This is an optimization exercise on Yosys and OpenROAD, whose aim is small area and a short achievable clock period, not a production implementation. At most, simulation tests tie the RTL to the original design; equivalence was not proved. The RTL of run 1 was laid out without a check of its function. Power is estimated from default activity; no workload was simulated.

==> flow/design.v, too long to show whole: its modules and the start of the top module <==
// module and64: 7 lines
// module or64: 7 lines
// module xnor64: 7 lines
// module xor64_by_1: 7 lines
// module comp_sign_extend: 7 lines
// module set_lsb: 6 lines
// module vadder64: 15 lines
// module shift64: 463 lines
// module lt65: 7 lines
// module gt65: 7 lines
// module mux8_to_1_x64: 38 lines
// module alu64: 544 lines
// module alu64_sync: 56 lines
module alu64_sync(
    input clk,
    input en,
    input MD,
    input [2:0] OP,
    input [63:0] R1,
    input [63:0] R2,
    output reg EQ,
    output reg GT,
    output reg LT,
    output reg OVR,
    output [63:0] Q
    );
  // ...
==> flow/flow/run.sh <==
#!/bin/bash
# Standard ORFS layout (the standard.sh), with the port buffers made from the
# smallest buffer cell instead of the one buffer_ports picks by default.
set -euo pipefail
bash standard.sh BUFFER_PORTS_ARGS="-buffer_cell sky130_fd_sc_hd__buf_1" finish > standard.log 2>&1
==> flow/standard.sh <==
#!/bin/bash
# synth_recipe.tcl (not shown) runs the flow's synth.tcl, then flattens the netlist and writes it again
# the make line also repeats each setting of config.mk as NAME=value (left out here)
make -C /OpenROAD-flow-scripts/flow DESIGN_CONFIG=/design/flow/config.mk WORK_HOME=/design/flow/orfs CLKGATE_MAP_FILE= SYNTH_SCRIPT=/design/flow/synth_recipe.tcl "${@:-finish}"
==> flow/config.mk <==
export PLATFORM = sky130hd
export DESIGN_NAME = alu64_sync
export DESIGN_NICKNAME = alu64_sync
export VERILOG_FILES = /design/flow/design.v
export SDC_FILE = /design/flow/constraint.sdc
export NUM_CORES = 4
export LEC_CHECK = 0
export ABC_AREA = 1
export CAP_MARGIN = 20
export CORE_MARGIN = 2
export CORE_UTILIZATION = 40
export SETUP_SLACK_MARGIN = 1.5
export SLEW_MARGIN = 20
==> flow/constraint.sdc <==
create_clock -name core_clock -period 4.0 [get_ports {clk}]
set_input_delay 0.8000 -clock core_clock [delete_from_list [all_inputs] [get_ports {clk}]]
set_output_delay 0.8000 -clock core_clock [all_outputs]
set_load 0.01 [all_outputs]
==> impl_metrics.env, run 1 <==
export IMPL_use_met3_pct=5.45
export IMPL_worstRegToRegCells=8
export IMPL_setup_viol=0
export IMPL_crit_path_end="Q2[12]"
export IMPL_rrSetupSlack_ns=1.45
export IMPL_fmax_mhz=393
export IMPL_synth_edf_count=0
export IMPL_p_per_area_mw_per_mm2=322
export IMPL_yosys_cell_count_top_type="nand2_1"
export IMPL_r2r_start="V_r[1]"
export IMPL_grt_max_degree=105
export IMPL_status="no timing/DRC/antenna violations"
export IMPL_post_drt_via_cell_ratio=5.81
export IMPL_yosys_area_share_simple_pct=39.4
export IMPL_top_area_cell_class="multi-input combinational cells"
export IMPL_vias=20702
export IMPL_synthAdderAreaFrac_pct=0.546
export IMPL_gr_total_overflow=0
export IMPL_final_fill_count=4454
export IMPL_regToRegEndpoint="Q2[12]"
export IMPL_startpoint_type="register"
export IMPL_cts_buffers=17
export IMPL_synthTopCellsByArea="nand2_1, dfxtp_1, o21ai_0"
export IMPL_synth_top_family_by_area="simple AND/OR/NAND/NOR gates"
export IMPL_place_inst=3523
export IMPL_synth_xor_area_share_pct=1.36
export IMPL_ctsHoldBuffers=0
export IMPL_top_usage_layer="met2"
export IMPL_comb_power_mw=2.26
export IMPL_setup_ws_ns=1.45
export IMPL_grt_met2_usage_pct=51.3
==> module shift64, before the edit <==
module shift64(D, V, FILL, REV, ADD, BC, S);
    input [63:0] D;
    input [5:0] V;
    input FILL;
    input REV;
    input ADD;
    input [7:1] BC;
    output [63:0] S;
    wire [63:0] fl;
    assign fl[0] = 1'b0;
    assign fl[1] = 1'b0;
    assign fl[2] = 1'b0;
    assign fl[3] = 1'b0;
    assign fl[4] = 1'b0;
    assign fl[5] = 1'b0;
    assign fl[6] = 1'b0;
    assign fl[7] = 1'b0;
    assign fl[8] = BC[1];
    assign fl[9] = BC[1] & (&D[8:8]);
    assign fl[10] = BC[1] & (&D[9:8]);
    assign fl[11] = BC[1] & (&D[10:8]);
    assign fl[12] = BC[1] & (&D[11:8]);
    assign fl[13] = BC[1] & (&D[12:8]);
    assign fl[14] = BC[1] & (&D[13:8]);
    assign fl[15] = BC[1] & (&D[14:8]);
    assign fl[16] = BC[2];
    assign fl[17] = BC[2] & (&D[16:16]);
    assign fl[18] = BC[2] & (&D[17:16]);
    assign fl[19] = BC[2] & (&D[18:16]);
    assign fl[20] = BC[2] & (&D[19:16]);
    assign fl[21] = BC[2] & (&D[20:16]);
    assign fl[22] = BC[2] & (&D[21:16]);
    assign fl[23] = BC[2] & (&D[22:16]);
    assign fl[24] = BC[3];
    assign fl[25] = BC[3] & (&D[24:24]);
    assign fl[26] = BC[3] & (&D[25:24]);
    assign fl[27] = BC[3] & (&D[26:24]);
    assign fl[28] = BC[3] & (&D[27:24]);
    assign fl[29] = BC[3] & (&D[28:24]);
    assign fl[30] = BC[3] & (&D[29:24]);
    assign fl[31] = BC[3] & (&D[30:24]);
    assign fl[32] = BC[4];
    assign fl[33] = BC[4] & (&D[32:32]);
    assign fl[34] = BC[4] & (&D[33:32]);
    assign fl[35] = BC[4] & (&D[34:32]);
    assign fl[36] = BC[4] & (&D[35:32]);
    assign fl[37] = BC[4] & (&D[36:32]);
    assign fl[38] = BC[4] & (&D[37:32]);
    assign fl[39] = BC[4] & (&D[38:32]);
    assign fl[40] = BC[5];
    assign fl[41] = BC[5] & (&D[40:40]);
    assign fl[42] = BC[5] & (&D[41:40]);
    assign fl[43] = BC[5] & (&D[42:40]);
    assign fl[44] = BC[5] & (&D[43:40]);
    assign fl[45] = BC[5] & (&D[44:40]);
    assign fl[46] = BC[5] & (&D[45:40]);
    assign fl[47] = BC[5] & (&D[46:40]);
    assign fl[48] = BC[6];
    assign fl[49] = BC[6] & (&D[48:48]);
    assign fl[50] = BC[6] & (&D[49:48]);
    assign fl[51] = BC[6] & (&D[50:48]);
    assign fl[52] = BC[6] & (&D[51:48]);
    assign fl[53] = BC[6] & (&D[52:48]);
    assign fl[54] = BC[6] & (&D[53:48]);
    assign fl[55] = BC[6] & (&D[54:48]);
    assign fl[56] = BC[7];
    assign fl[57] = BC[7] & (&D[56:56]);
    assign fl[58] = BC[7] & (&D[57:56]);
    assign fl[59] = BC[7] & (&D[58:56]);
    assign fl[60] = BC[7] & (&D[59:56]);
    assign fl[61] = BC[7] & (&D[60:56]);
    assign fl[62] = BC[7] & (&D[61:56]);
    assign fl[63] = BC[7] & (&D[62:56]);
    wire [63:0] sr1;
    assign sr1[0] = V[1] ? D[2] : D[0];
    assign sr1[1] = V[1] ? D[3] : D[1];
    assign sr1[2] = V[1] ? D[4] : D[2];
    assign sr1[3] = V[1] ? D[5] : D[3];
    assign sr1[4] = V[1] ? D[6] : D[4];
    assign sr1[5] = V[1] ? D[7] : D[5];
    assign sr1[6] = V[1] ? D[8] : D[6];
    assign sr1[7] = V[1] ? D[9] : D[7];
    assign sr1[8] = V[1] ? D[10] : D[8];
    assign sr1[9] = V[1] ? D[11] : D[9];
    assign sr1[10] = V[1] ? D[12] : D[10];
    assign sr1[11] = V[1] ? D[13] : D[11];
    assign sr1[12] = V[1] ? D[14] : D[12];
    assign sr1[13] = V[1] ? D[15] : D[13];
    assign sr1[14] = V[1] ? D[16] : D[14];
    assign sr1[15] = V[1] ? D[17] : D[15];
    assign sr1[16] = V[1] ? D[18] : D[16];
    assign sr1[17] = V[1] ? D[19] : D[17];
    assign sr1[18] = V[1] ? D[20] : D[18];
    assign sr1[19] = V[1] ? D[21] : D[19];
    assign sr1[20] = V[1] ? D[22] : D[20];
    assign sr1[21] = V[1] ? D[23] : D[21];
    assign sr1[22] = V[1] ? D[24] : D[22];
    assign sr1[23] = V[1] ? D[25] : D[23];
    assign sr1[24] = V[1] ? D[26] : D[24];
    assign sr1[25] = V[1] ? D[27] : D[25];
    assign sr1[26] = V[1] ? D[28] : D[26];
    assign sr1[27] = V[1] ? D[29] : D[27];
    assign sr1[28] = V[1] ? D[30] : D[28];
    assign sr1[29] = V[1] ? D[31] : D[29];
    assign sr1[30] = V[1] ? D[32] : D[30];
    assign sr1[31] = V[1] ? D[33] : D[31];
    assign sr1[32] = V[1] ? D[34] : D[32];
    assign sr1[33] = V[1] ? D[35] : D[33];
    assign sr1[34] = V[1] ? D[36] : D[34];
    assign sr1[35] = V[1] ? D[37] : D[35];
    assign sr1[36] = V[1] ? D[38] : D[36];
    assign sr1[37] = V[1] ? D[39] : D[37];
    assign sr1[38] = V[1] ? D[40] : D[38];
    assign sr1[39] = V[1] ? D[41] : D[39];
    assign sr1[40] = V[1] ? D[42] : D[40];
    assign sr1[41] = V[1] ? D[43] : D[41];
    assign sr1[42] = V[1] ? D[44] : D[42];
    assign sr1[43] = V[1] ? D[45] : D[43];
    assign sr1[44] = V[1] ? D[46] : D[44];
    assign sr1[45] = V[1] ? D[47] : D[45];
    assign sr1[46] = V[1] ? D[48] : D[46];
    assign sr1[47] = V[1] ? D[49] : D[47];
    assign sr1[48] = V[1] ? D[50] : D[48];
    assign sr1[49] = V[1] ? D[51] : D[49];
    assign sr1[50] = V[1] ? D[52] : D[50];
    assign sr1[51] = V[1] ? D[53] : D[51];
    assign sr1[52] = V[1] ? D[54] : D[52];
    assign sr1[53] = V[1] ? D[55] : D[53];
    assign sr1[54] = V[1] ? D[56] : D[54];
    assign sr1[55] = V[1] ? D[57] : D[55];
    assign sr1[56] = V[1] ? D[58] : D[56];
    assign sr1[57] = V[1] ? D[59] : D[57];
    assign sr1[58] = V[1] ? D[60] : D[58];
    assign sr1[59] = V[1] ? D[61] : D[59];
    assign sr1[60] = V[1] ? D[62] : D[60];
    assign sr1[61] = V[1] ? D[63] : D[61];
    assign sr1[62] = V[1] ? FILL : D[62];
    assign sr1[63] = V[1] ? FILL : D[63];
    wire [63:0] sr2;
    assign sr2[0] = V[2] ? sr1[4] : sr1[0];
    assign sr2[1] = V[2] ? sr1[5] : sr1[1];
    assign sr2[2] = V[2] ? sr1[6] : sr1[2];
    assign sr2[3] = V[2] ? sr1[7] : sr1[3];
    assign sr2[4] = V[2] ? sr1[8] : sr1[4];
    assign sr2[5] = V[2] ? sr1[9] : sr1[5];
    assign sr2[6] = V[2] ? sr1[10] : sr1[6];
    assign sr2[7] = V[2] ? sr1[11] : sr1[7];
    assign sr2[8] = V[2] ? sr1[12] : sr1[8];
    assign sr2[9] = V[2] ? sr1[13] : sr1[9];
    assign sr2[10] = V[2] ? sr1[14] : sr1[10];
    assign sr2[11] = V[2] ? sr1[15] : sr1[11];
    assign sr2[12] = V[2] ? sr1[16] : sr1[12];
    assign sr2[13] = V[2] ? sr1[17] : sr1[13];
    assign sr2[14] = V[2] ? sr1[18] : sr1[14];
    assign sr2[15] = V[2] ? sr1[19] : sr1[15];
    assign sr2[16] = V[2] ? sr1[20] : sr1[16];
    assign sr2[17] = V[2] ? sr1[21] : sr1[17];
    assign sr2[18] = V[2] ? sr1[22] : sr1[18];
    assign sr2[19] = V[2] ? sr1[23] : sr1[19];
    assign sr2[20] = V[2] ? sr1[24] : sr1[20];
    assign sr2[21] = V[2] ? sr1[25] : sr1[21];
    assign sr2[22] = V[2] ? sr1[26] : sr1[22];
    assign sr2[23] = V[2] ? sr1[27] : sr1[23];
    assign sr2[24] = V[2] ? sr1[28] : sr1[24];
    assign sr2[25] = V[2] ? sr1[29] : sr1[25];
    assign sr2[26] = V[2] ? sr1[30] : sr1[26];
    assign sr2[27] = V[2] ? sr1[31] : sr1[27];
    assign sr2[28] = V[2] ? sr1[32] : sr1[28];
    assign sr2[29] = V[2] ? sr1[33] : sr1[29];
    assign sr2[30] = V[2] ? sr1[34] : sr1[30];
    assign sr2[31] = V[2] ? sr1[35] : sr1[31];
    assign sr2[32] = V[2] ? sr1[36] : sr1[32];
    assign sr2[33] = V[2] ? sr1[37] : sr1[33];
    assign sr2[34] = V[2] ? sr1[38] : sr1[34];
    assign sr2[35] = V[2] ? sr1[39] : sr1[35];
    assign sr2[36] = V[2] ? sr1[40] : sr1[36];
    assign sr2[37] = V[2] ? sr1[41] : sr1[37];
    assign sr2[38] = V[2] ? sr1[42] : sr1[38];
    assign sr2[39] = V[2] ? sr1[43] : sr1[39];
    assign sr2[40] = V[2] ? sr1[44] : sr1[40];
    assign sr2[41] = V[2] ? sr1[45] : sr1[41];
    assign sr2[42] = V[2] ? sr1[46] : sr1[42];
    assign sr2[43] = V[2] ? sr1[47] : sr1[43];
    assign sr2[44] = V[2] ? sr1[48] : sr1[44];
    assign sr2[45] = V[2] ? sr1[49] : sr1[45];
    assign sr2[46] = V[2] ? sr1[50] : sr1[46];
    assign sr2[47] = V[2] ? sr1[51] : sr1[47];
    assign sr2[48] = V[2] ? sr1[52] : sr1[48];
    assign sr2[49] = V[2] ? sr1[53] : sr1[49];
    assign sr2[50] = V[2] ? sr1[54] : sr1[50];
    assign sr2[51] = V[2] ? sr1[55] : sr1[51];
    assign sr2[52] = V[2] ? sr1[56] : sr1[52];
    assign sr2[53] = V[2] ? sr1[57] : sr1[53];
    assign sr2[54] = V[2] ? sr1[58] : sr1[54];
    assign sr2[55] = V[2] ? sr1[59] : sr1[55];
    assign sr2[56] = V[2] ? sr1[60] : sr1[56];
    assign sr2[57] = V[2] ? sr1[61] : sr1[57];
    assign sr2[58] = V[2] ? sr1[62] : sr1[58];
    assign sr2[59] = V[2] ? sr1[63] : sr1[59];
    assign sr2[60] = V[2] ? FILL : sr1[60];
    assign sr2[61] = V[2] ? FILL : sr1[61];
    assign sr2[62] = V[2] ? FILL : sr1[62];
    assign sr2[63] = V[2] ? FILL : sr1[63];
    wire [63:0] sr3;
    assign sr3[0] = V[3] ? sr2[8] : sr2[0];
    assign sr3[1] = V[3] ? sr2[9] : sr2[1];
    assign sr3[2] = V[3] ? sr2[10] : sr2[2];
    assign sr3[3] = V[3] ? sr2[11] : sr2[3];
    assign sr3[4] = V[3] ? sr2[12] : sr2[4];
    assign sr3[5] = V[3] ? sr2[13] : sr2[5];
    assign sr3[6] = V[3] ? sr2[14] : sr2[6];
    assign sr3[7] = V[3] ? sr2[15] : sr2[7];
    assign sr3[8] = V[3] ? sr2[16] : sr2[8];
    assign sr3[9] = V[3] ? sr2[17] : sr2[9];
    assign sr3[10] = V[3] ? sr2[18] : sr2[10];
    assign sr3[11] = V[3] ? sr2[19] : sr2[11];
    assign sr3[12] = V[3] ? sr2[20] : sr2[12];
    assign sr3[13] = V[3] ? sr2[21] : sr2[13];
    assign sr3[14] = V[3] ? sr2[22] : sr2[14];
    assign sr3[15] = V[3] ? sr2[23] : sr2[15];
    assign sr3[16] = V[3] ? sr2[24] : sr2[16];
    assign sr3[17] = V[3] ? sr2[25] : sr2[17];
    assign sr3[18] = V[3] ? sr2[26] : sr2[18];
    assign sr3[19] = V[3] ? sr2[27] : sr2[19];
    assign sr3[20] = V[3] ? sr2[28] : sr2[20];
    assign sr3[21] = V[3] ? sr2[29] : sr2[21];
    assign sr3[22] = V[3] ? sr2[30] : sr2[22];
    assign sr3[23] = V[3] ? sr2[31] : sr2[23];
    assign sr3[24] = V[3] ? sr2[32] : sr2[24];
    assign sr3[25] = V[3] ? sr2[33] : sr2[25];
    assign sr3[26] = V[3] ? sr2[34] : sr2[26];
    assign sr3[27] = V[3] ? sr2[35] : sr2[27];
    assign sr3[28] = V[3] ? sr2[36] : sr2[28];
    assign sr3[29] = V[3] ? sr2[37] : sr2[29];
    assign sr3[30] = V[3] ? sr2[38] : sr2[30];
    assign sr3[31] = V[3] ? sr2[39] : sr2[31];
    assign sr3[32] = V[3] ? sr2[40] : sr2[32];
    assign sr3[33] = V[3] ? sr2[41] : sr2[33];
    assign sr3[34] = V[3] ? sr2[42] : sr2[34];
    assign sr3[35] = V[3] ? sr2[43] : sr2[35];
    assign sr3[36] = V[3] ? sr2[44] : sr2[36];
    assign sr3[37] = V[3] ? sr2[45] : sr2[37];
    assign sr3[38] = V[3] ? sr2[46] : sr2[38];
    assign sr3[39] = V[3] ? sr2[47] : sr2[39];
    assign sr3[40] = V[3] ? sr2[48] : sr2[40];
    assign sr3[41] = V[3] ? sr2[49] : sr2[41];
    assign sr3[42] = V[3] ? sr2[50] : sr2[42];
    assign sr3[43] = V[3] ? sr2[51] : sr2[43];
    assign sr3[44] = V[3] ? sr2[52] : sr2[44];
    assign sr3[45] = V[3] ? sr2[53] : sr2[45];
    assign sr3[46] = V[3] ? sr2[54] : sr2[46];
    assign sr3[47] = V[3] ? sr2[55] : sr2[47];
    assign sr3[48] = V[3] ? sr2[56] : sr2[48];
    assign sr3[49] = V[3] ? sr2[57] : sr2[49];
    assign sr3[50] = V[3] ? sr2[58] : sr2[50];
    assign sr3[51] = V[3] ? sr2[59] : sr2[51];
    assign sr3[52] = V[3] ? sr2[60] : sr2[52];
    assign sr3[53] = V[3] ? sr2[61] : sr2[53];
    assign sr3[54] = V[3] ? sr2[62] : sr2[54];
    assign sr3[55] = V[3] ? sr2[63] : sr2[55];
    assign sr3[56] = V[3] ? FILL : sr2[56];
    assign sr3[57] = V[3] ? FILL : sr2[57];
    assign sr3[58] = V[3] ? FILL : sr2[58];
    assign sr3[59] = V[3] ? FILL : sr2[59];
    assign sr3[60] = V[3] ? FILL : sr2[60];
    assign sr3[61] = V[3] ? FILL : sr2[61];
    assign sr3[62] = V[3] ? FILL : sr2[62];
    assign sr3[63] = V[3] ? FILL : sr2[63];
    wire [63:0] sr4;
    assign sr4[0] = V[4] ? sr3[16] : sr3[0];
    assign sr4[1] = V[4] ? sr3[17] : sr3[1];
    assign sr4[2] = V[4] ? sr3[18] : sr3[2];
    assign sr4[3] = V[4] ? sr3[19] : sr3[3];
    assign sr4[4] = V[4] ? sr3[20] : sr3[4];
    assign sr4[5] = V[4] ? sr3[21] : sr3[5];
    assign sr4[6] = V[4] ? sr3[22] : sr3[6];
    assign sr4[7] = V[4] ? sr3[23] : sr3[7];
    assign sr4[8] = V[4] ? sr3[24] : sr3[8];
    assign sr4[9] = V[4] ? sr3[25] : sr3[9];
    assign sr4[10] = V[4] ? sr3[26] : sr3[10];
    assign sr4[11] = V[4] ? sr3[27] : sr3[11];
    assign sr4[12] = V[4] ? sr3[28] : sr3[12];
    assign sr4[13] = V[4] ? sr3[29] : sr3[13];
    assign sr4[14] = V[4] ? sr3[30] : sr3[14];
    assign sr4[15] = V[4] ? sr3[31] : sr3[15];
    assign sr4[16] = V[4] ? sr3[32] : sr3[16];
    assign sr4[17] = V[4] ? sr3[33] : sr3[17];
    assign sr4[18] = V[4] ? sr3[34] : sr3[18];
    assign sr4[19] = V[4] ? sr3[35] : sr3[19];
    assign sr4[20] = V[4] ? sr3[36] : sr3[20];
    assign sr4[21] = V[4] ? sr3[37] : sr3[21];
    assign sr4[22] = V[4] ? sr3[38] : sr3[22];
    assign sr4[23] = V[4] ? sr3[39] : sr3[23];
    assign sr4[24] = V[4] ? sr3[40] : sr3[24];
    assign sr4[25] = V[4] ? sr3[41] : sr3[25];
    assign sr4[26] = V[4] ? sr3[42] : sr3[26];
    assign sr4[27] = V[4] ? sr3[43] : sr3[27];
    assign sr4[28] = V[4] ? sr3[44] : sr3[28];
    assign sr4[29] = V[4] ? sr3[45] : sr3[29];
    assign sr4[30] = V[4] ? sr3[46] : sr3[30];
    assign sr4[31] = V[4] ? sr3[47] : sr3[31];
    assign sr4[32] = V[4] ? sr3[48] : sr3[32];
    assign sr4[33] = V[4] ? sr3[49] : sr3[33];
    assign sr4[34] = V[4] ? sr3[50] : sr3[34];
    assign sr4[35] = V[4] ? sr3[51] : sr3[35];
    assign sr4[36] = V[4] ? sr3[52] : sr3[36];
    assign sr4[37] = V[4] ? sr3[53] : sr3[37];
    assign sr4[38] = V[4] ? sr3[54] : sr3[38];
    assign sr4[39] = V[4] ? sr3[55] : sr3[39];
    assign sr4[40] = V[4] ? sr3[56] : sr3[40];
    assign sr4[41] = V[4] ? sr3[57] : sr3[41];
    assign sr4[42] = V[4] ? sr3[58] : sr3[42];
    assign sr4[43] = V[4] ? sr3[59] : sr3[43];
    assign sr4[44] = V[4] ? sr3[60] : sr3[44];
    assign sr4[45] = V[4] ? sr3[61] : sr3[45];
    assign sr4[46] = V[4] ? sr3[62] : sr3[46];
    assign sr4[47] = V[4] ? sr3[63] : sr3[47];
    assign sr4[48] = V[4] ? FILL : sr3[48];
    assign sr4[49] = V[4] ? FILL : sr3[49];
    assign sr4[50] = V[4] ? FILL : sr3[50];
    assign sr4[51] = V[4] ? FILL : sr3[51];
    assign sr4[52] = V[4] ? FILL : sr3[52];
    assign sr4[53] = V[4] ? FILL : sr3[53];
    assign sr4[54] = V[4] ? FILL : sr3[54];
    assign sr4[55] = V[4] ? FILL : sr3[55];
    assign sr4[56] = V[4] ? FILL : sr3[56];
    assign sr4[57] = V[4] ? FILL : sr3[57];
    assign sr4[58] = V[4] ? FILL : sr3[58];
    assign sr4[59] = V[4] ? FILL : sr3[59];
    assign sr4[60] = V[4] ? FILL : sr3[60];
    assign sr4[61] = V[4] ? FILL : sr3[61];
    assign sr4[62] = V[4] ? FILL : sr3[62];
    assign sr4[63] = V[4] ? FILL : sr3[63];
    wire [63:0] sr5;
    assign sr5[0] = V[5] ? sr4[32] : sr4[0];
    assign sr5[1] = V[5] ? sr4[33] : sr4[1];
    assign sr5[2] = V[5] ? sr4[34] : sr4[2];
    assign sr5[3] = V[5] ? sr4[35] : sr4[3];
    assign sr5[4] = V[5] ? sr4[36] : sr4[4];
    assign sr5[5] = V[5] ? sr4[37] : sr4[5];
    assign sr5[6] = V[5] ? sr4[38] : sr4[6];
    assign sr5[7] = V[5] ? sr4[39] : sr4[7];
    assign sr5[8] = V[5] ? sr4[40] : sr4[8];
    assign sr5[9] = V[5] ? sr4[41] : sr4[9];
    assign sr5[10] = V[5] ? sr4[42] : sr4[10];
    assign sr5[11] = V[5] ? sr4[43] : sr4[11];
    assign sr5[12] = V[5] ? sr4[44] : sr4[12];
    assign sr5[13] = V[5] ? sr4[45] : sr4[13];
    assign sr5[14] = V[5] ? sr4[46] : sr4[14];
    assign sr5[15] = V[5] ? sr4[47] : sr4[15];
    assign sr5[16] = V[5] ? sr4[48] : sr4[16];
    assign sr5[17] = V[5] ? sr4[49] : sr4[17];
    assign sr5[18] = V[5] ? sr4[50] : sr4[18];
    assign sr5[19] = V[5] ? sr4[51] : sr4[19];
    assign sr5[20] = V[5] ? sr4[52] : sr4[20];
    assign sr5[21] = V[5] ? sr4[53] : sr4[21];
    assign sr5[22] = V[5] ? sr4[54] : sr4[22];
    assign sr5[23] = V[5] ? sr4[55] : sr4[23];
    assign sr5[24] = V[5] ? sr4[56] : sr4[24];
    assign sr5[25] = V[5] ? sr4[57] : sr4[25];
    assign sr5[26] = V[5] ? sr4[58] : sr4[26];
    assign sr5[27] = V[5] ? sr4[59] : sr4[27];
    assign sr5[28] = V[5] ? sr4[60] : sr4[28];
    assign sr5[29] = V[5] ? sr4[61] : sr4[29];
    assign sr5[30] = V[5] ? sr4[62] : sr4[30];
    assign sr5[31] = V[5] ? sr4[63] : sr4[31];
    assign sr5[32] = V[5] ? FILL : sr4[32];
    assign sr5[33] = V[5] ? FILL : sr4[33];
    assign sr5[34] = V[5] ? FILL : sr4[34];
    assign sr5[35] = V[5] ? FILL : sr4[35];
    assign sr5[36] = V[5] ? FILL : sr4[36];
    assign sr5[37] = V[5] ? FILL : sr4[37];
    assign sr5[38] = V[5] ? FILL : sr4[38];
    assign sr5[39] = V[5] ? FILL : sr4[39];
    assign sr5[40] = V[5] ? FILL : sr4[40];
    assign sr5[41] = V[5] ? FILL : sr4[41];
    assign sr5[42] = V[5] ? FILL : sr4[42];
    assign sr5[43] = V[5] ? FILL : sr4[43];
    assign sr5[44] = V[5] ? FILL : sr4[44];
    assign sr5[45] = V[5] ? FILL : sr4[45];
    assign sr5[46] = V[5] ? FILL : sr4[46];
    assign sr5[47] = V[5] ? FILL : sr4[47];
    assign sr5[48] = V[5] ? FILL : sr4[48];
    assign sr5[49] = V[5] ? FILL : sr4[49];
    assign sr5[50] = V[5] ? FILL : sr4[50];
    assign sr5[51] = V[5] ? FILL : sr4[51];
    assign sr5[52] = V[5] ? FILL : sr4[52];
    assign sr5[53] = V[5] ? FILL : sr4[53];
    assign sr5[54] = V[5] ? FILL : sr4[54];
    assign sr5[55] = V[5] ? FILL : sr4[55];
    assign sr5[56] = V[5] ? FILL : sr4[56];
    assign sr5[57] = V[5] ? FILL : sr4[57];
    assign sr5[58] = V[5] ? FILL : sr4[58];
    assign sr5[59] = V[5] ? FILL : sr4[59];
    assign sr5[60] = V[5] ? FILL : sr4[60];
    assign sr5[61] = V[5] ? FILL : sr4[61];
    assign sr5[62] = V[5] ? FILL : sr4[62];
    assign sr5[63] = V[5] ? FILL : sr4[63];
    assign S[0] = ADD ? (D[0] ^ fl[0]) : sr5[0];
    assign S[1] = ADD ? (D[1] ^ fl[1]) : sr5[1];
    assign S[2] = ADD ? (D[2] ^ fl[2]) : sr5[2];
    assign S[3] = ADD ? (D[3] ^ fl[3]) : sr5[3];
    assign S[4] = ADD ? (D[4] ^ fl[4]) : sr5[4];
    assign S[5] = ADD ? (D[5] ^ fl[5]) : sr5[5];
    assign S[6] = ADD ? (D[6] ^ fl[6]) : sr5[6];
    assign S[7] = ADD ? (D[7] ^ fl[7]) : sr5[7];
    assign S[8] = ADD ? (D[8] ^ fl[8]) : sr5[8];
    assign S[9] = ADD ? (D[9] ^ fl[9]) : sr5[9];
    assign S[10] = ADD ? (D[10] ^ fl[10]) : sr5[10];
    assign S[11] = ADD ? (D[11] ^ fl[11]) : sr5[11];
    assign S[12] = ADD ? (D[12] ^ fl[12]) : sr5[12];
    assign S[13] = ADD ? (D[13] ^ fl[13]) : sr5[13];
    assign S[14] = ADD ? (D[14] ^ fl[14]) : sr5[14];
    assign S[15] = ADD ? (D[15] ^ fl[15]) : sr5[15];
    assign S[16] = ADD ? (D[16] ^ fl[16]) : sr5[16];
    assign S[17] = ADD ? (D[17] ^ fl[17]) : sr5[17];
    assign S[18] = ADD ? (D[18] ^ fl[18]) : sr5[18];
    assign S[19] = ADD ? (D[19] ^ fl[19]) : sr5[19];
    assign S[20] = ADD ? (D[20] ^ fl[20]) : sr5[20];
    assign S[21] = ADD ? (D[21] ^ fl[21]) : sr5[21];
    assign S[22] = ADD ? (D[22] ^ fl[22]) : sr5[22];
    assign S[23] = ADD ? (D[23] ^ fl[23]) : sr5[23];
    assign S[24] = ADD ? (D[24] ^ fl[24]) : sr5[24];
    assign S[25] = ADD ? (D[25] ^ fl[25]) : sr5[25];
    assign S[26] = ADD ? (D[26] ^ fl[26]) : sr5[26];
    assign S[27] = ADD ? (D[27] ^ fl[27]) : sr5[27];
    assign S[28] = ADD ? (D[28] ^ fl[28]) : sr5[28];
    assign S[29] = ADD ? (D[29] ^ fl[29]) : sr5[29];
    assign S[30] = ADD ? (D[30] ^ fl[30]) : sr5[30];
    assign S[31] = ADD ? (D[31] ^ fl[31]) : sr5[31];
    assign S[32] = ADD ? (D[32] ^ fl[32]) : sr5[32];
    assign S[33] = ADD ? (D[33] ^ fl[33]) : sr5[33];
    assign S[34] = ADD ? (D[34] ^ fl[34]) : sr5[34];
    assign S[35] = ADD ? (D[35] ^ fl[35]) : sr5[35];
    assign S[36] = ADD ? (D[36] ^ fl[36]) : sr5[36];
    assign S[37] = ADD ? (D[37] ^ fl[37]) : sr5[37];
    assign S[38] = ADD ? (D[38] ^ fl[38]) : sr5[38];
    assign S[39] = ADD ? (D[39] ^ fl[39]) : sr5[39];
    assign S[40] = ADD ? (D[40] ^ fl[40]) : sr5[40];
    assign S[41] = ADD ? (D[41] ^ fl[41]) : sr5[41];
    assign S[42] = ADD ? (D[42] ^ fl[42]) : sr5[42];
    assign S[43] = ADD ? (D[43] ^ fl[43]) : sr5[43];
    assign S[44] = ADD ? (D[44] ^ fl[44]) : sr5[44];
    assign S[45] = ADD ? (D[45] ^ fl[45]) : sr5[45];
    assign S[46] = ADD ? (D[46] ^ fl[46]) : sr5[46];
    assign S[47] = ADD ? (D[47] ^ fl[47]) : sr5[47];
    assign S[48] = ADD ? (D[48] ^ fl[48]) : sr5[48];
    assign S[49] = ADD ? (D[49] ^ fl[49]) : sr5[49];
    assign S[50] = ADD ? (D[50] ^ fl[50]) : sr5[50];
    assign S[51] = ADD ? (D[51] ^ fl[51]) : sr5[51];
    assign S[52] = ADD ? (D[52] ^ fl[52]) : sr5[52];
    assign S[53] = ADD ? (D[53] ^ fl[53]) : sr5[53];
    assign S[54] = ADD ? (D[54] ^ fl[54]) : sr5[54];
    assign S[55] = ADD ? (D[55] ^ fl[55]) : sr5[55];
    assign S[56] = ADD ? (D[56] ^ fl[56]) : sr5[56];
    assign S[57] = ADD ? (D[57] ^ fl[57]) : sr5[57];
    assign S[58] = ADD ? (D[58] ^ fl[58]) : sr5[58];
    assign S[59] = ADD ? (D[59] ^ fl[59]) : sr5[59];
    assign S[60] = ADD ? (D[60] ^ fl[60]) : sr5[60];
    assign S[61] = ADD ? (D[61] ^ fl[61]) : sr5[61];
    assign S[62] = ADD ? (D[62] ^ fl[62]) : sr5[62];
    assign S[63] = ADD ? (D[63] ^ fl[63]) : sr5[63];
endmodule
==> module alu64_sync, before the edit <==
module alu64_sync(
    input clk,
    input en,
    input MD,
    input [2:0] OP,
    input [63:0] R1,
    input [63:0] R2,
    output reg EQ,
    output reg GT,
    output reg LT,
    output reg OVR,
    output [63:0] Q
    );
	reg [63:0] D_r;
	reg [5:1] V_r;
	reg FILL_r, REV_r, ADD_r, SLT_r, SGT_r, LT_r, EQ_r, OVR_r;
	reg [7:1] BC_r;
	reg [63:0] Q2;
	reg REV2;
	wire [63:0] D_w, S_w;
	wire [5:0] V_w;
	wire FILL_w, REV_w, ADD_w, SLT_w, SGT_w, LT_w, EQ_w, OVR_w;
	wire [7:1] BC_w;
	wire GT_1 = ~(LT_r | EQ_r);
	always @(posedge clk)
	begin
		D_r <= D_w;
		V_r <= V_w[5:1];
		FILL_r <= FILL_w;
		REV_r <= REV_w;
		ADD_r <= ADD_w;
		BC_r <= BC_w;
		SLT_r <= SLT_w;
		SGT_r <= SGT_w;
		LT_r <= LT_w;
		EQ_r <= EQ_w;
		OVR_r <= OVR_w;
		EQ <= EQ_r;
		GT <= GT_1;
		LT <= LT_r;
		OVR <= OVR_r;
		Q2 <= {S_w[63:1], S_w[0] | (SLT_r & LT_r) | (SGT_r & GT_1)};
		REV2 <= REV_r;
	end
	genvar i;
	generate for (i = 0; i < 64; i = i + 1) begin : g_q
		assign Q[i] = REV2 ? Q2[63 - i] : Q2[i];
	end endgenerate
	alu64 u_front (
		.en(en), .MD(MD), .OP(OP), .R1(R1), .R2(R2),
		.D(D_w), .V(V_w), .FILL(FILL_w), .REV(REV_w), .ADD(ADD_w), .BC(BC_w),
		.SLT(SLT_w), .SGT(SGT_w), .LT(LT_w), .EQ(EQ_w), .OVR(OVR_w));
	shift64 u_back (
		.D(D_r), .V({V_r, 1'b0}), .FILL(FILL_r), .REV(REV_r), .ADD(ADD_r), .BC(BC_r),
		.S(S_w));
endmodule
==> inputs of run 2 (changes only) <==
--- a/flow/design.v
+++ b/flow/design.v
@@ -460,70 +460,71 @@
     assign sr5[61] = V[5] ? FILL : sr4[61];
     assign sr5[62] = V[5] ? FILL : sr4[62];
     assign sr5[63] = V[5] ? FILL : sr4[63];
-    assign S[0] = ADD ? (D[0] ^ fl[0]) : sr5[0];
-    assign S[1] = ADD ? (D[1] ^ fl[1]) : sr5[1];
-    assign S[2] = ADD ? (D[2] ^ fl[2]) : sr5[2];
-    assign S[3] = ADD ? (D[3] ^ fl[3]) : sr5[3];
-    assign S[4] = ADD ? (D[4] ^ fl[4]) : sr5[4];
-    assign S[5] = ADD ? (D[5] ^ fl[5]) : sr5[5];
-    assign S[6] = ADD ? (D[6] ^ fl[6]) : sr5[6];
-    assign S[7] = ADD ? (D[7] ^ fl[7]) : sr5[7];
-    assign S[8] = ADD ? (D[8] ^ fl[8]) : sr5[8];
-    assign S[9] = ADD ? (D[9] ^ fl[9]) : sr5[9];
-    assign S[10] = ADD ? (D[10] ^ fl[10]) : sr5[10];
-    assign S[11] = ADD ? (D[11] ^ fl[11]) : sr5[11];
-    assign S[12] = ADD ? (D[12] ^ fl[12]) : sr5[12];
-    assign S[13] = ADD ? (D[13] ^ fl[13]) : sr5[13];
-    assign S[14] = ADD ? (D[14] ^ fl[14]) : sr5[14];
-    assign S[15] = ADD ? (D[15] ^ fl[15]) : sr5[15];
-    assign S[16] = ADD ? (D[16] ^ fl[16]) : sr5[16];
-    assign S[17] = ADD ? (D[17] ^ fl[17]) : sr5[17];
-    assign S[18] = ADD ? (D[18] ^ fl[18]) : sr5[18];
-    assign S[19] = ADD ? (D[19] ^ fl[19]) : sr5[19];
-    assign S[20] = ADD ? (D[20] ^ fl[20]) : sr5[20];
-    assign S[21] = ADD ? (D[21] ^ fl[21]) : sr5[21];
-    assign S[22] = ADD ? (D[22] ^ fl[22]) : sr5[22];
-    assign S[23] = ADD ? (D[23] ^ fl[23]) : sr5[23];
-    assign S[24] = ADD ? (D[24] ^ fl[24]) : sr5[24];
-    assign S[25] = ADD ? (D[25] ^ fl[25]) : sr5[25];
-    assign S[26] = ADD ? (D[26] ^ fl[26]) : sr5[26];
-    assign S[27] = ADD ? (D[27] ^ fl[27]) : sr5[27];
-    assign S[28] = ADD ? (D[28] ^ fl[28]) : sr5[28];
-    assign S[29] = ADD ? (D[29] ^ fl[29]) : sr5[29];
-    assign S[30] = ADD ? (D[30] ^ fl[30]) : sr5[30];
-    assign S[31] = ADD ? (D[31] ^ fl[31]) : sr5[31];
-    assign S[32] = ADD ? (D[32] ^ fl[32]) : sr5[32];
-    assign S[33] = ADD ? (D[33] ^ fl[33]) : sr5[33];
-    assign S[34] = ADD ? (D[34] ^ fl[34]) : sr5[34];
-    assign S[35] = ADD ? (D[35] ^ fl[35]) : sr5[35];
-    assign S[36] = ADD ? (D[36] ^ fl[36]) : sr5[36];
-    assign S[37] = ADD ? (D[37] ^ fl[37]) : sr5[37];
-    assign S[38] = ADD ? (D[38] ^ fl[38]) : sr5[38];
-    assign S[39] = ADD ? (D[39] ^ fl[39]) : sr5[39];
-    assign S[40] = ADD ? (D[40] ^ fl[40]) : sr5[40];
-    assign S[41] = ADD ? (D[41] ^ fl[41]) : sr5[41];
-    assign S[42] = ADD ? (D[42] ^ fl[42]) : sr5[42];
-    assign S[43] = ADD ? (D[43] ^ fl[43]) : sr5[43];
-    assign S[44] = ADD ? (D[44] ^ fl[44]) : sr5[44];
-    assign S[45] = ADD ? (D[45] ^ fl[45]) : sr5[45];
-    assign S[46] = ADD ? (D[46] ^ fl[46]) : sr5[46];
-    assign S[47] = ADD ? (D[47] ^ fl[47]) : sr5[47];
-    assign S[48] = ADD ? (D[48] ^ fl[48]) : sr5[48];
-    assign S[49] = ADD ? (D[49] ^ fl[49]) : sr5[49];
-    assign S[50] = ADD ? (D[50] ^ fl[50]) : sr5[50];
-    assign S[51] = ADD ? (D[51] ^ fl[51]) : sr5[51];
-    assign S[52] = ADD ? (D[52] ^ fl[52]) : sr5[52];
-    assign S[53] = ADD ? (D[53] ^ fl[53]) : sr5[53];
-    assign S[54] = ADD ? (D[54] ^ fl[54]) : sr5[54];
-    assign S[55] = ADD ? (D[55] ^ fl[55]) : sr5[55];
-    assign S[56] = ADD ? (D[56] ^ fl[56]) : sr5[56];
-    assign S[57] = ADD ? (D[57] ^ fl[57]) : sr5[57];
-    assign S[58] = ADD ? (D[58] ^ fl[58]) : sr5[58];
-    assign S[59] = ADD ? (D[59] ^ fl[59]) : sr5[59];
-    assign S[60] = ADD ? (D[60] ^ fl[60]) : sr5[60];
-    assign S[61] = ADD ? (D[61] ^ fl[61]) : sr5[61];
-    assign S[62] = ADD ? (D[62] ^ fl[62]) : sr5[62];
-    assign S[63] = ADD ? (D[63] ^ fl[63]) : sr5[63];
+    wire nrm = ~REV & ~ADD;
+    assign S[0] = (REV & sr5[63]) | (nrm & sr5[0]) | (ADD & (D[0] ^ fl[0]));
+    assign S[1] = (REV & sr5[62]) | (nrm & sr5[1]) | (ADD & (D[1] ^ fl[1]));
+    assign S[2] = (REV & sr5[61]) | (nrm & sr5[2]) | (ADD & (D[2] ^ fl[2]));
+    assign S[3] = (REV & sr5[60]) | (nrm & sr5[3]) | (ADD & (D[3] ^ fl[3]));
+    assign S[4] = (REV & sr5[59]) | (nrm & sr5[4]) | (ADD & (D[4] ^ fl[4]));
+    assign S[5] = (REV & sr5[58]) | (nrm & sr5[5]) | (ADD & (D[5] ^ fl[5]));
+    assign S[6] = (REV & sr5[57]) | (nrm & sr5[6]) | (ADD & (D[6] ^ fl[6]));
+    assign S[7] = (REV & sr5[56]) | (nrm & sr5[7]) | (ADD & (D[7] ^ fl[7]));
+    assign S[8] = (REV & sr5[55]) | (nrm & sr5[8]) | (ADD & (D[8] ^ fl[8]));
+    assign S[9] = (REV & sr5[54]) | (nrm & sr5[9]) | (ADD & (D[9] ^ fl[9]));
+    assign S[10] = (REV & sr5[53]) | (nrm & sr5[10]) | (ADD & (D[10] ^ fl[10]));
+    assign S[11] = (REV & sr5[52]) | (nrm & sr5[11]) | (ADD & (D[11] ^ fl[11]));
+    assign S[12] = (REV & sr5[51]) | (nrm & sr5[12]) | (ADD & (D[12] ^ fl[12]));
+    assign S[13] = (REV & sr5[50]) | (nrm & sr5[13]) | (ADD & (D[13] ^ fl[13]));
+    assign S[14] = (REV & sr5[49]) | (nrm & sr5[14]) | (ADD & (D[14] ^ fl[14]));
+    assign S[15] = (REV & sr5[48]) | (nrm & sr5[15]) | (ADD & (D[15] ^ fl[15]));
+    assign S[16] = (REV & sr5[47]) | (nrm & sr5[16]) | (ADD & (D[16] ^ fl[16]));
+    assign S[17] = (REV & sr5[46]) | (nrm & sr5[17]) | (ADD & (D[17] ^ fl[17]));
+    assign S[18] = (REV & sr5[45]) | (nrm & sr5[18]) | (ADD & (D[18] ^ fl[18]));
+    assign S[19] = (REV & sr5[44]) | (nrm & sr5[19]) | (ADD & (D[19] ^ fl[19]));
+    assign S[20] = (REV & sr5[43]) | (nrm & sr5[20]) | (ADD & (D[20] ^ fl[20]));
+    assign S[21] = (REV & sr5[42]) | (nrm & sr5[21]) | (ADD & (D[21] ^ fl[21]));
+    assign S[22] = (REV & sr5[41]) | (nrm & sr5[22]) | (ADD & (D[22] ^ fl[22]));
+    assign S[23] = (REV & sr5[40]) | (nrm & sr5[23]) | (ADD & (D[23] ^ fl[23]));
+    assign S[24] = (REV & sr5[39]) | (nrm & sr5[24]) | (ADD & (D[24] ^ fl[24]));
+    assign S[25] = (REV & sr5[38]) | (nrm & sr5[25]) | (ADD & (D[25] ^ fl[25]));
+    assign S[26] = (REV & sr5[37]) | (nrm & sr5[26]) | (ADD & (D[26] ^ fl[26]));
+    assign S[27] = (REV & sr5[36]) | (nrm & sr5[27]) | (ADD & (D[27] ^ fl[27]));
+    assign S[28] = (REV & sr5[35]) | (nrm & sr5[28]) | (ADD & (D[28] ^ fl[28]));
+    assign S[29] = (REV & sr5[34]) | (nrm & sr5[29]) | (ADD & (D[29] ^ fl[29]));
+    assign S[30] = (REV & sr5[33]) | (nrm & sr5[30]) | (ADD & (D[30] ^ fl[30]));
+    assign S[31] = (REV & sr5[32]) | (nrm & sr5[31]) | (ADD & (D[31] ^ fl[31]));
+    assign S[32] = (REV & sr5[31]) | (nrm & sr5[32]) | (ADD & (D[32] ^ fl[32]));
+    assign S[33] = (REV & sr5[30]) | (nrm & sr5[33]) | (ADD & (D[33] ^ fl[33]));
+    assign S[34] = (REV & sr5[29]) | (nrm & sr5[34]) | (ADD & (D[34] ^ fl[34]));
+    assign S[35] = (REV & sr5[28]) | (nrm & sr5[35]) | (ADD & (D[35] ^ fl[35]));
+    assign S[36] = (REV & sr5[27]) | (nrm & sr5[36]) | (ADD & (D[36] ^ fl[36]));
+    assign S[37] = (REV & sr5[26]) | (nrm & sr5[37]) | (ADD & (D[37] ^ fl[37]));
+    assign S[38] = (REV & sr5[25]) | (nrm & sr5[38]) | (ADD & (D[38] ^ fl[38]));
+    assign S[39] = (REV & sr5[24]) | (nrm & sr5[39]) | (ADD & (D[39] ^ fl[39]));
+    assign S[40] = (REV & sr5[23]) | (nrm & sr5[40]) | (ADD & (D[40] ^ fl[40]));
+    assign S[41] = (REV & sr5[22]) | (nrm & sr5[41]) | (ADD & (D[41] ^ fl[41]));
+    assign S[42] = (REV & sr5[21]) | (nrm & sr5[42]) | (ADD & (D[42] ^ fl[42]));
+    assign S[43] = (REV & sr5[20]) | (nrm & sr5[43]) | (ADD & (D[43] ^ fl[43]));
+    assign S[44] = (REV & sr5[19]) | (nrm & sr5[44]) | (ADD & (D[44] ^ fl[44]));
+    assign S[45] = (REV & sr5[18]) | (nrm & sr5[45]) | (ADD & (D[45] ^ fl[45]));
+    assign S[46] = (REV & sr5[17]) | (nrm & sr5[46]) | (ADD & (D[46] ^ fl[46]));
+    assign S[47] = (REV & sr5[16]) | (nrm & sr5[47]) | (ADD & (D[47] ^ fl[47]));
+    assign S[48] = (REV & sr5[15]) | (nrm & sr5[48]) | (ADD & (D[48] ^ fl[48]));
+    assign S[49] = (REV & sr5[14]) | (nrm & sr5[49]) | (ADD & (D[49] ^ fl[49]));
+    assign S[50] = (REV & sr5[13]) | (nrm & sr5[50]) | (ADD & (D[50] ^ fl[50]));
+    assign S[51] = (REV & sr5[12]) | (nrm & sr5[51]) | (ADD & (D[51] ^ fl[51]));
+    assign S[52] = (REV & sr5[11]) | (nrm & sr5[52]) | (ADD & (D[52] ^ fl[52]));
+    assign S[53] = (REV & sr5[10]) | (nrm & sr5[53]) | (ADD & (D[53] ^ fl[53]));
+    assign S[54] = (REV & sr5[9]) | (nrm & sr5[54]) | (ADD & (D[54] ^ fl[54]));
+    assign S[55] = (REV & sr5[8]) | (nrm & sr5[55]) | (ADD & (D[55] ^ fl[55]));
+    assign S[56] = (REV & sr5[7]) | (nrm & sr5[56]) | (ADD & (D[56] ^ fl[56]));
+    assign S[57] = (REV & sr5[6]) | (nrm & sr5[57]) | (ADD & (D[57] ^ fl[57]));
+    assign S[58] = (REV & sr5[5]) | (nrm & sr5[58]) | (ADD & (D[58] ^ fl[58]));
+    assign S[59] = (REV & sr5[4]) | (nrm & sr5[59]) | (ADD & (D[59] ^ fl[59]));
+    assign S[60] = (REV & sr5[3]) | (nrm & sr5[60]) | (ADD & (D[60] ^ fl[60]));
+    assign S[61] = (REV & sr5[2]) | (nrm & sr5[61]) | (ADD & (D[61] ^ fl[61]));
+    assign S[62] = (REV & sr5[1]) | (nrm & sr5[62]) | (ADD & (D[62] ^ fl[62]));
+    assign S[63] = (REV & sr5[0]) | (nrm & sr5[63]) | (ADD & (D[63] ^ fl[63]));
 endmodule
 `timescale 1ns / 1ps
 module lt65(
@@ -1137,14 +1138,12 @@
     output reg GT,
     output reg LT,
     output reg OVR,
-    output [63:0] Q
+    output reg [63:0] Q
     );
 	reg [63:0] D_r;
 	reg [5:1] V_r;
 	reg FILL_r, REV_r, ADD_r, SLT_r, SGT_r, LT_r, EQ_r, OVR_r;
 	reg [7:1] BC_r;
-	reg [63:0] Q2;
-	reg REV2;
 	wire [63:0] D_w, S_w;
 	wire [5:0] V_w;
 	wire FILL_w, REV_w, ADD_w, SLT_w, SGT_w, LT_w, EQ_w, OVR_w;
@@ -1167,13 +1166,8 @@
 		GT <= GT_1;
 		LT <= LT_r;
 		OVR <= OVR_r;
-		Q2 <= {S_w[63:1], S_w[0] | (SLT_r & LT_r) | (SGT_r & GT_1)};
-		REV2 <= REV_r;
+		Q <= {S_w[63:1], S_w[0] | (SLT_r & LT_r) | (SGT_r & GT_1)};
 	end
-	genvar i;
-	generate for (i = 0; i < 64; i = i + 1) begin : g_q
-		assign Q[i] = REV2 ? Q2[63 - i] : Q2[i];
-	end endgenerate
 	alu64 u_front (
 		.en(en), .MD(MD), .OP(OP), .R1(R1), .R2(R2),
 		.D(D_w), .V(V_w), .FILL(FILL_w), .REV(REV_w), .ADD(ADD_w), .BC(BC_w),
--- a/flow/config.mk
+++ b/flow/config.mk
@@ -8,6 +8,7 @@
 export ABC_AREA = 1
 export CAP_MARGIN = 20
 export CORE_MARGIN = 2
-export CORE_UTILIZATION = 40
+export CORE_UTILIZATION = 60
+export CTS_BUF_LIST = sky130_fd_sc_hd__clkbuf_4 sky130_fd_sc_hd__clkbuf_8
 export SETUP_SLACK_MARGIN = 1.5
 export SLEW_MARGIN = 20
==> run 2 against run 1 <==
Against the previous run:
- largest cell class unchanged
- total power decreased by 7.5%
- clock-buffer cell count shrank 3
- combinational power is 2% lower
- wire length shrank 5.9%
- clock power decreased by 23%
- synthesized cell count shrank 1.4%
- still clean on timing, DRC and antenna
==> impl_metrics.env, run 2 <==
export IMPL_fp_dieW_um=166
export IMPL_worst_pin_slew_ns=0.870
export IMPL_worstRegToRegCells=10
export IMPL_max_stage_delay_ns=0.35
export IMPL_rrSetupSlack_ns=1.48
export IMPL_crit_cells=13
export IMPL_reg_largest_list="D_r (64), Q (64), BC_r (7)"
export IMPL_max_cap_viol_count=0
export IMPL_drive_gt1_share_pct=5.66
export IMPL_cts_buffers=17
export IMPL_whs_path_depth=0
export IMPL_fp_dieH_um=166
export IMPL_synth_edf_count=0
export IMPL_cp_end_kind="register"
export IMPL_async_flop_share_pct=0
export IMPL_fin_hold_ws_ns=0.364
export IMPL_synth_ff_type="dfxtp_1"
export IMPL_final_fill_count=2475
export IMPL_ir_drop_mv=0.271
export IMPL_startpoint_type="input pin"
export IMPL_grt_pass1_wl_mm=98.4
export IMPL_post_drt_via_cell_ratio=6.41
export IMPL_nets=3131
export IMPL_yosysSeqAreaShare_pct=19.4
export IMPL_port_buffers=201
export IMPL_grt_max_degree=68
export IMPL_final_cell_mix="nand2_1, nand3_1, inv_1"
export IMPL_start_util_pct=60.6
export IMPL_critPathSlowestCell="nor2_2"
export IMPL_regToRegEndpoint="Q[37]"
export IMPL_use_met3_pct=14.9
export IMPL_gr_total_overflow=0
export IMPL_crit_fanout=9
export IMPL_grt_met1_usage_pct=61.7
export IMPL_p_per_area_mw_per_mm2=309
export IMPL_grt_pass1_vias=18306
export IMPL_rsz0062_at_grt="false"
export IMPL_grt_met2_usage_pct=66.9
export IMPL_synth_common_cells="nand2_1, nand3_1, inv_1"
export IMPL_synth_top_area_share_pct=25.4
export IMPL_cp_top_family="buffers and inverters"
export IMPL_synth_top_area_cell="nand2_1"
export IMPL_crit_type="in2reg"
export IMPL_layout_commonest_cell="nand2_1"
export IMPL_core_mm2=0.0258
export IMPL_path_clk_slew_ns=0.09
export IMPL_fmax_mhz=396
export IMPL_period_share_pct=63.1
export IMPL_rows=59
export IMPL_cts_path_max_buffers=2
export IMPL_dieArea_mm2=0.0274
export IMPL_r2r_start="D_r[58]"
export IMPL_area_growth_pct=10.3
export IMPL_ioPinCount=202
export IMPL_antennaDiodeCount=0
export IMPL_drt_initial_drc_count=4006
export IMPL_final_max_slew_viol_count=0
export IMPL_cts_tree="built"
export IMPL_syn_num_nets=3007
export IMPL_status="no timing/DRC/antenna violations"
export IMPL_cp_num_buf_inv=7
export IMPL_yosys_cell_count_top_type="nand2_1"
export IMPL_period_needed_ns=2.52
export IMPL_cp_data_required_time_ns=4.31
export IMPL_cts_sinks=152
export IMPL_yosys_warnings=1
export IMPL_cts_max_level=4
export IMPL_p_total_mw=5.34
export IMPL_drtPass1Iterations=10
export IMPL_whs_endpoint="OVR"
export IMPL_clock_latency_ns=0.49
export IMPL_ant_nets=0
export IMPL_top_usage_layer="met2"
export IMPL_synth_cell_area_mm2=0.0157
export IMPL_synth_distinct_cells=47
export IMPL_cts_root_buffer="clkbuf_8"
export IMPL_routed_wl_mm=66.4
export IMPL_ys_ff_latch=152
export IMPL_wl_per_cell_um=19.9
export IMPL_critical_path_cell_chain="buf_1 > inv_1 > nor2_1 > inv_1 > nor2_1 > inv_1 > nor2_2 > clkinvlp_4 > buf_4 > buf_4 > o22ai_1 > a21oi_1 > o2111ai_1"
export IMPL_hp_start="OVR_r"
export IMPL_cpMostUsedCell="inv_1"
export IMPL_setup_viol=0
export IMPL_drc=0
export IMPL_postSynthCellCount=2866
export IMPL_hold_class="reg2reg"
export IMPL_tns_ns=0
export IMPL_arrival_ns=2.83
export IMPL_grtUsageTotal_pct=46.5
export IMPL_vias=21388
export IMPL_skew_ns=0.0335
export IMPL_avgSynthCellArea_um2=5.46
export IMPL_finalHoldViolCount=0
export IMPL_hpwl_mm=49.0
export IMPL_antenna_found_initial=2
export IMPL_routabilityCongestion=1.07
export IMPL_synthTopCellsByArea="nand2_1, dfxtp_1, nand3_1"
export IMPL_leakagePower_nw=8.42
export IMPL_relSlewSlack_pct=41.9
==> run 2: what timing repair did <==
| action | 4_1_cts | 5_1_grt |
|---|---|---|
| setup buffers | 0 | 7 |
| setup endpoints to repair | 74 | 95 |
| pin swaps | 0 | 4 |
| resized for setup | 14 | 62 |
| cloned | 0 | 4 |
| hold endpoints to repair | 0 | 0 |
| hold buffers | 0 | 0 |
==> run 2: how the worst max path moves through the flow <==
stage	start	endpoint	slack, ns
3_5_place_dp	MD	LT_r	0.88
5_1_grt	OP[0]	D_r[56]	1.47
4_1_cts	V_r[1]	Q[7]	1.46
2_1_floorplan	MD	LT_r	1.77
3_3_place_gp	MD	LT_r	0.93
6_report	OP[0]	D_r[56]	1.48
==> run 2: layout make-up <==
| type | instances | area, um^2 | share of cell area [%] |
|---|---|---|---|
| well taps | 335 | 419 | 2.43 |
| repair inverters | 2 | 16.3 | 0.0942 |
| repair buffers | 247 | 1280 | 7.44 |
| flip-flops and latches | 152 | 3050 | 17.7 |
| multi-input cells | 2256 | 10900 | 63.1 |
| clock inverters | 14 | 153 | 0.884 |
| inverters | 314 | 1200 | 6.96 |
| clock buffers | 18 | 241 | 1.40 |
==> run 2: cells by family (layout without fill, tap and decap cells) <==
kind of cell	after synthesis	count (layout)	share of synthesized area, %
multiplexers	37	37	2.37
XOR/XNOR	15	15	1.15
AND/OR/NAND/NOR	1639	1639	43.3
adder cells (fa/ha/maj)	7	7	0.560
AO/OA/AOI/OAI	558	558	21.6
flip-flops	152	152	19.4
buffers and inverters	458	595	11.6
==> run 2: where the power goes <==
group / internal, mW / leakage, nW / total, mW / switching (mW)
Clock: 0.528 / 0.204 / 1.25 / 0.725
Sequential: 1.73 / 1.27 / 1.87 / 0.143
Combinational: 0.661 / 6.94 / 2.22 / 1.55
Total: 2.92 / 8.42 / 5.34 / 2.42
==> run 2: metal layers <==
metal / vias to the layer above / routed length, um
met5: - / 28
met4: 4 / 4530
met3: 353 / 10600
met2: 1853 / 26800
met1: 9359 / 24400
li1: 9819 / -
==> run 2: through the flow <==
stage	instance area (um^2)	std cells	setup slack (ns)	util, %
after floorplan	15700	2866	1.77	-
after global placement	16600	3295	0.928	64.1
after detailed placement	16600	3295	0.885	64.1
after CTS	17000	3327	1.46	65.7
after global routing	17300	3338	1.47	66.8
final	17300	3338	1.48	66.8
==> inputs of run 3 (changes only) <==
--- a/flow/config.mk
+++ b/flow/config.mk
@@ -8,7 +8,7 @@
 export ABC_AREA = 1
 export CAP_MARGIN = 20
 export CORE_MARGIN = 2
-export CORE_UTILIZATION = 60
+export CORE_UTILIZATION = 50
 export CTS_BUF_LIST = sky130_fd_sc_hd__clkbuf_4 sky130_fd_sc_hd__clkbuf_8
-export SETUP_SLACK_MARGIN = 1.5
+export SETUP_SLACK_MARGIN = 1.7
 export SLEW_MARGIN = 20
==> run 3 against run 2 <==
Against the previous run:
- die area is 19% higher
- sequential cell count stayed put
- clock-buffer cell count is 1 lower
- first-iteration DRC count is 29% lower
- final area is 3.8% higher
- total power is 0.17% higher
- register-to-register slack better by 0.23 ns
- critical path type unchanged
- critical endpoint is now LT_r
- largest power group unchanged
- highest routed layer unchanged
==> impl_metrics.env, run 3 <==
export IMPL_cp_end_kind="register"
export IMPL_core_mm2=0.0307
export IMPL_fin_hold_ws_ns=0.358
export IMPL_post_drt_via_cell_ratio=6.12
export IMPL_skew_ns=0.0185
export IMPL_final_cells=3419
export IMPL_dieArea_mm2=0.0327
export IMPL_routed_wl_mm=67.9
export IMPL_drc=0
export IMPL_relSlewSlack_pct=43.5
export IMPL_cts_tree="built"
export IMPL_routabilityCongestion=1.05
export IMPL_setup_ws_ns=1.67
export IMPL_synthTopCellsByArea="nand2_1, dfxtp_1, nand3_1"
export IMPL_area_growth_pct=14.5
export IMPL_setup_viol=0
export IMPL_finalHoldViolCount=0
export IMPL_place_inst=3354
export IMPL_layout_commonest_cell="nand2_1"
export IMPL_grtUsageTotal_pct=39.0
export IMPL_start_util_pct=51.0
export IMPL_max_stage_delay_ns=0.30
export IMPL_startpoint_type="input pin"
export IMPL_yosysSeqAreaShare_pct=19.4
export IMPL_cpMostUsedCell="nand3_1"
export IMPL_vias=20926
export IMPL_final_max_slew_viol_count=0
export IMPL_yosys_warnings=1
export IMPL_cp_num_buf_inv=5
export IMPL_nets=3150
export IMPL_ctsHoldBuffers=0
export IMPL_tns_ns=0
export IMPL_hold_class="reg2reg"
export IMPL_cts_path_max_buffers=2
export IMPL_drtPass1Iterations=9
export IMPL_cts_root_buffer="clkbuf_8"
export IMPL_crit_fanout=15
export IMPL_grt_pass1_wl_mm=101
export IMPL_arrival_ns=2.69
export IMPL_synth_distinct_cells=47
export IMPL_cts_buffers=17
export IMPL_cp_data_required_time_ns=4.37
export IMPL_drt_initial_drc_count=2864
export IMPL_grt_pass1_vias=18037
export IMPL_critical_path_cell_chain="buf_8 > inv_8 > bufbuf_16 > nand3_1 > nand2_2 > inv_4 > nand2_4 > nor3_4 > nand4_1 > buf_4 > nor2_1 > a21oi_1 > nand3_1 > nand2_1"
export IMPL_status="no timing/DRC/antenna violations"
export IMPL_cts_sinks=152
export IMPL_ir_drop_mv=0.219
export IMPL_period_needed_ns=2.33
export IMPL_cts_max_level=4
export IMPL_place_ws_ns=0.768
export IMPL_fp_dieH_um=181
export IMPL_postSynthCellCount=2866
export IMPL_crit_type="in2reg"
export IMPL_final_util_pct=58.4
export IMPL_async_flop_share_pct=0
export IMPL_fmax_mhz=429
export IMPL_leakagePower_nw=8.70
export IMPL_synth_common_cells="nand2_1, nand3_1, inv_1"
export IMPL_final_cell_mix="nand2_1, nand3_1, inv_1"
export IMPL_syn_num_nets=3007
export IMPL_wl_per_cell_um=19.9
export IMPL_antenna_found_initial=6
export IMPL_cp_top_family="simple AND/OR/NAND/NOR gates"
export IMPL_avgSynthCellArea_um2=5.46
export IMPL_drive_gt1_share_pct=10.1
export IMPL_yosys_cell_count_top_type="nand2_1"
export IMPL_rows=64
export IMPL_ant_nets=0
export IMPL_synth_top_area_cell="nand2_1"
export IMPL_rsz0062_at_grt="true"
export IMPL_gr_total_overflow=0
export IMPL_synth_edf_count=0
export IMPL_path_clk_slew_ns=0.08
export IMPL_max_cap_viol_count=0
export IMPL_worst_pin_slew_ns=0.839
export IMPL_synth_cell_area_mm2=0.0157
export IMPL_fp_dieW_um=181
export IMPL_synth_top_area_share_pct=25.4
export IMPL_period_share_pct=58.2
export IMPL_clock_latency_ns=0.48
export IMPL_hpwl_mm=50.4
export IMPL_ys_ff_latch=152
export IMPL_reg_largest_list="D_r (64), Q (64), BC_r (7)"
export IMPL_grt_max_degree=65
export IMPL_p_per_area_mw_per_mm2=298
export IMPL_ioPinCount=202
export IMPL_synth_ff_type="dfxtp_1"
export IMPL_port_buffers=201
export IMPL_critPathSlowestCell="bufbuf_16"
-- run 3: cell counts after synthesis --
No cell type changed its count.
-- run 3: final cells by class --
| cell class | count | area [um^2] |
|---|---|---|
| inverter | 314 | 1210 |
| clock inverter | 15 | 154 |
| sequential | 152 | 3050 |
| tap | 396 | 495 |
| timing repair buffer | 268 | 1610 |
| antenna | 1 | 2.50 |
| fill | 3194 | 12700 |
| multi-input combinational | 2256 | 11200 |
| clock buffer | 17 | 234 |
-- run 3: layer usage --
metal,routed length [um],track usage [%],up-vias
li1,-,-,9854
met1,27000,53.2,9409
met2,28700,59.6,1433
met3,8400,6.97,228
met4,3810,18.0,2
met5,10,0,-
-- run 3: report_power, final --
group	internal (mW)	switching, mW	leakage (nW)
sequential	1.73	0.124	1.27
clock	0.468	0.700	0.197
combinational	0.718	1.61	7.23
-- run 3: worst paths after layout --
path	from	endpoint	slack, ns	depth (start not counted)
worst max-delay path	MD	LT_r	1.67	14
worst min-delay path	OVR_r	OVR	0.36	0
worst max register to register	V_r[1]	Q[52]	1.71	10
worst min register to register	OVR_r	OVR	0.36	0
-- run 3: logic make-up (layout without fill, tap and decap cells) --
logic type	after synthesis	count (layout)	share of synthesized area [%]
simple gates	1639	1639	43.3
compound gates	558	558	21.6
xor+xnor	15	15	1.15
mux	37	37	2.37
flops	152	152	19.4
other cells	0	1	0
fa+ha+maj	7	7	0.560
buf+inv	458	614	11.6
-- run 3: through the flow --
| stage | instance area (um^2) | power (mW) |
|---|---|---|
| 6_report | 17900 | 5.35 |
| 5_1_grt | 17900 | 5.65 |
| 4_1_cts | 17200 | 5.17 |
| 3_5_place_dp | 16600 | 3.98 |
| 3_3_place_gp | 16600 | 3.96 |
| 2_1_floorplan | 15700 | 3.22 |
-- run 3: timing repair --
item | in CTS | in global routing
buffers inserted | 6 | 21
endpoints found under the hold margin | 0 | 0
setup endpoints to repair | 112 | 132
resized for setup | 55 | 198
pin swaps | 3 | 13
gates cloned | 2 | 3
==> inputs of run 4 (changes only) <==
--- a/flow/config.mk
+++ b/flow/config.mk
@@ -8,7 +8,6 @@
 export ABC_AREA = 1
 export CAP_MARGIN = 20
 export CORE_MARGIN = 2
-export CORE_UTILIZATION = 50
-export CTS_BUF_LIST = sky130_fd_sc_hd__clkbuf_4 sky130_fd_sc_hd__clkbuf_8
-export SETUP_SLACK_MARGIN = 1.7
+export CORE_UTILIZATION = 40
+export SETUP_SLACK_MARGIN = 1.5
 export SLEW_MARGIN = 20
==> run 4 against run 3 <==
Against the previous run:
- still clean
- first-iteration DRC count down 20%
- largest power group unchanged
- worst setup slack worse by 0.11 ns
- via count down 1.4%
- cell count up 3.6%
- combinational power down 2%
- fmax down 4.7%
- synthesized cell count unchanged
- non-clock buffer count up 1
- highest routed layer unchanged
- register-to-register slack worse by 0.15 ns
- clock-buffer cell count up 2
- area after synthesis unchanged
- critical path type is now reg2reg
- critical path depth down 2
==> impl_metrics.env, run 4 <==
export IMPL_drc=0
export IMPL_stdcell_area_mm2=0.0181
export IMPL_hold_class="reg2reg"
export IMPL_synth_compound_area_share_pct=21.6
export IMPL_synth_top_area_share_pct=25.4
export IMPL_fp_dieW_um=202
export IMPL_postPlaceCellArea_mm2=0.0168
export IMPL_status="no timing/DRC/antenna violations"
export IMPL_fmax_mhz=409
export IMPL_yosysSeqAreaShare_pct=19.4
export IMPL_period_share_pct=61.1
export IMPL_synth_cell_area_mm2=0.0157
export IMPL_gr_total_overflow=0
export IMPL_cts_root_buffer="clkbuf_16"
export IMPL_port_buffers=201
export IMPL_worst_pin_slew_ns=0.736
export IMPL_antenna_found_initial=2
export IMPL_period_needed_ns=2.44
export IMPL_p_int_mw=3.43
export IMPL_wl_per_cell_um=20.5
export IMPL_p_sw_mw=2.47
export IMPL_final_max_slew_viol_count=0
export IMPL_start_util_pct=40.5
export IMPL_drt_initial_drc_count=2278
export IMPL_fp_dieH_um=202
export IMPL_syn_num_nets=3007
export IMPL_synth_xor_area_share_pct=1.15
export IMPL_area_growth_pct=15.6
export IMPL_synthAdderAreaFrac_pct=0.560
export IMPL_avgSynthCellArea_um2=5.46
export IMPL_synth_distinct_cells=47
export IMPL_max_cap_viol_count=0
export IMPL_crit_fanout=7
export IMPL_final_cell_mix="nand2_1, nand3_1, inv_1"
export IMPL_dieArea_mm2=0.0407
export IMPL_grt_pass1_vias=18352
export IMPL_arrival_ns=2.76
export IMPL_grt_pass1_wl_mm=107
export IMPL_setup_ws_ns=1.56
export IMPL_drtPass1Iterations=6
export IMPL_cp_end_kind="register"
export IMPL_pwr_share_clk_pct=29.5
export IMPL_synth_area_mux_share_pct=2.37
export IMPL_layout_commonest_cell="nand2_1"
export IMPL_cts_max_level=4
export IMPL_reg_largest_list="D_r (64), Q (64), BC_r (7)"
export IMPL_relSlewSlack_pct=50.9
export IMPL_synth_common_cells="nand2_1, nand3_1, inv_1"
export IMPL_routabilityCongestion=1.00
-- run 4: cell count changes in the layout (fill, tap and decap cells not counted), moves of 8 or more --
| cell | delta |
|---|---|
| o21ai_0 | +26 |
| clkbuf_16 | +19 |
| clkbuf_8 | -16 |
| nor2_2 | -9 |
| clkbuf_2 | -23 |
| nand2_2 | -19 |
| o21ai_1 | -26 |
| inv_2 | -12 |
| inv_1 | +11 |
| buf_1 | +27 |
| buf_6 | -8 |
| nor2_1 | +9 |
| nand2_1 | +23 |
-- run 4: layer usage --
layer,vias up,GRT usage [%],wire length (um)
met5,-,0,15
met4,2,12.9,3270
met3,168,4.84,6480
met2,1105,53.3,31900
met1,9472,46.5,31000
li1,9884,-,-
-- run 4: power groups by stage --
stage                     combinational, mW  clock, mW  sequential (mW)
after floorplan                        1.32          0             1.91
after global placement                 2.11          0             1.91
after detailed placement               2.12          0             1.91
after CTS                              2.14       1.76             1.88
after global routing                   2.50       1.82             1.89
final                                  2.28       1.74             1.87
-- run 4: area by class of cell --
| cell class | count | area [um^2] | area share (%) |
|---|---|---|---|
| sequential | 152 | 3050 | 16.9 |
| clock inverter | 13 | 170 | 0.941 |
| tap | 518 | 648 | 3.58 |
| clock buffer | 19 | 443 | 2.45 |
| timing repair buffer | 269 | 1610 | 8.88 |
| inverter | 314 | 1210 | 6.68 |
| multi-input combinational | 2256 | 11000 | 60.6 |
-- run 4: path summary, 6_finish.rpt --
kind	slack [ns]	end	cells after the start	start
setup / recovery	1.56	Q[56]	12	V_r[1]
hold / removal	0.40	OVR	0	OVR_r
setup reg to reg	1.56	Q[56]	12	V_r[1]
hold reg to reg	0.40	OVR	0	OVR_r
-- run 4: stage by stage --
| stage | utilization [%] | power, mW |
|---|---|---|
| after floorplan | - | 3.22 |
| after global placement | 43.6 | 4.02 |
| after detailed placement | 43.6 | 4.03 |
| after CTS | 45.4 | 5.77 |
| after global routing | 46.8 | 6.22 |
| final | 46.8 | 5.90 |
-- run 4: logic make-up after synthesis --
| group | count (synthesis) |
|---|---|
| AO/OA/AOI/OAI | 558 |
| XOR/XNOR | 15 |
| adder cells (fa/ha/maj) | 7 |
| buffers and inverters | 458 |
| flip-flops | 152 |
| multiplexers | 37 |
| AND/OR/NAND/NOR | 1639 |
-- run 4: worst max-delay path: stages, from the launching register on --
cell and delay [ns]:
dfxtp_4 0.43, clkinvlp_4 0.14, buf_4 0.20, buf_4 0.17, buf_4 0.16, o21ai_0 0.21
nand2_1 0.07, o21ai_0 0.12, nand2_1 0.09, a31oi_1 0.36, a22oi_1 0.19, nand2_1 0.10
nand3_1 0.07
-- run 4: repair_timing --
item	CTS	global route
endpoints found under the setup margin	50	86
buffers inserted	5	17
pin swaps	0	2
cloned	0	5
gates resized for setup	15	99
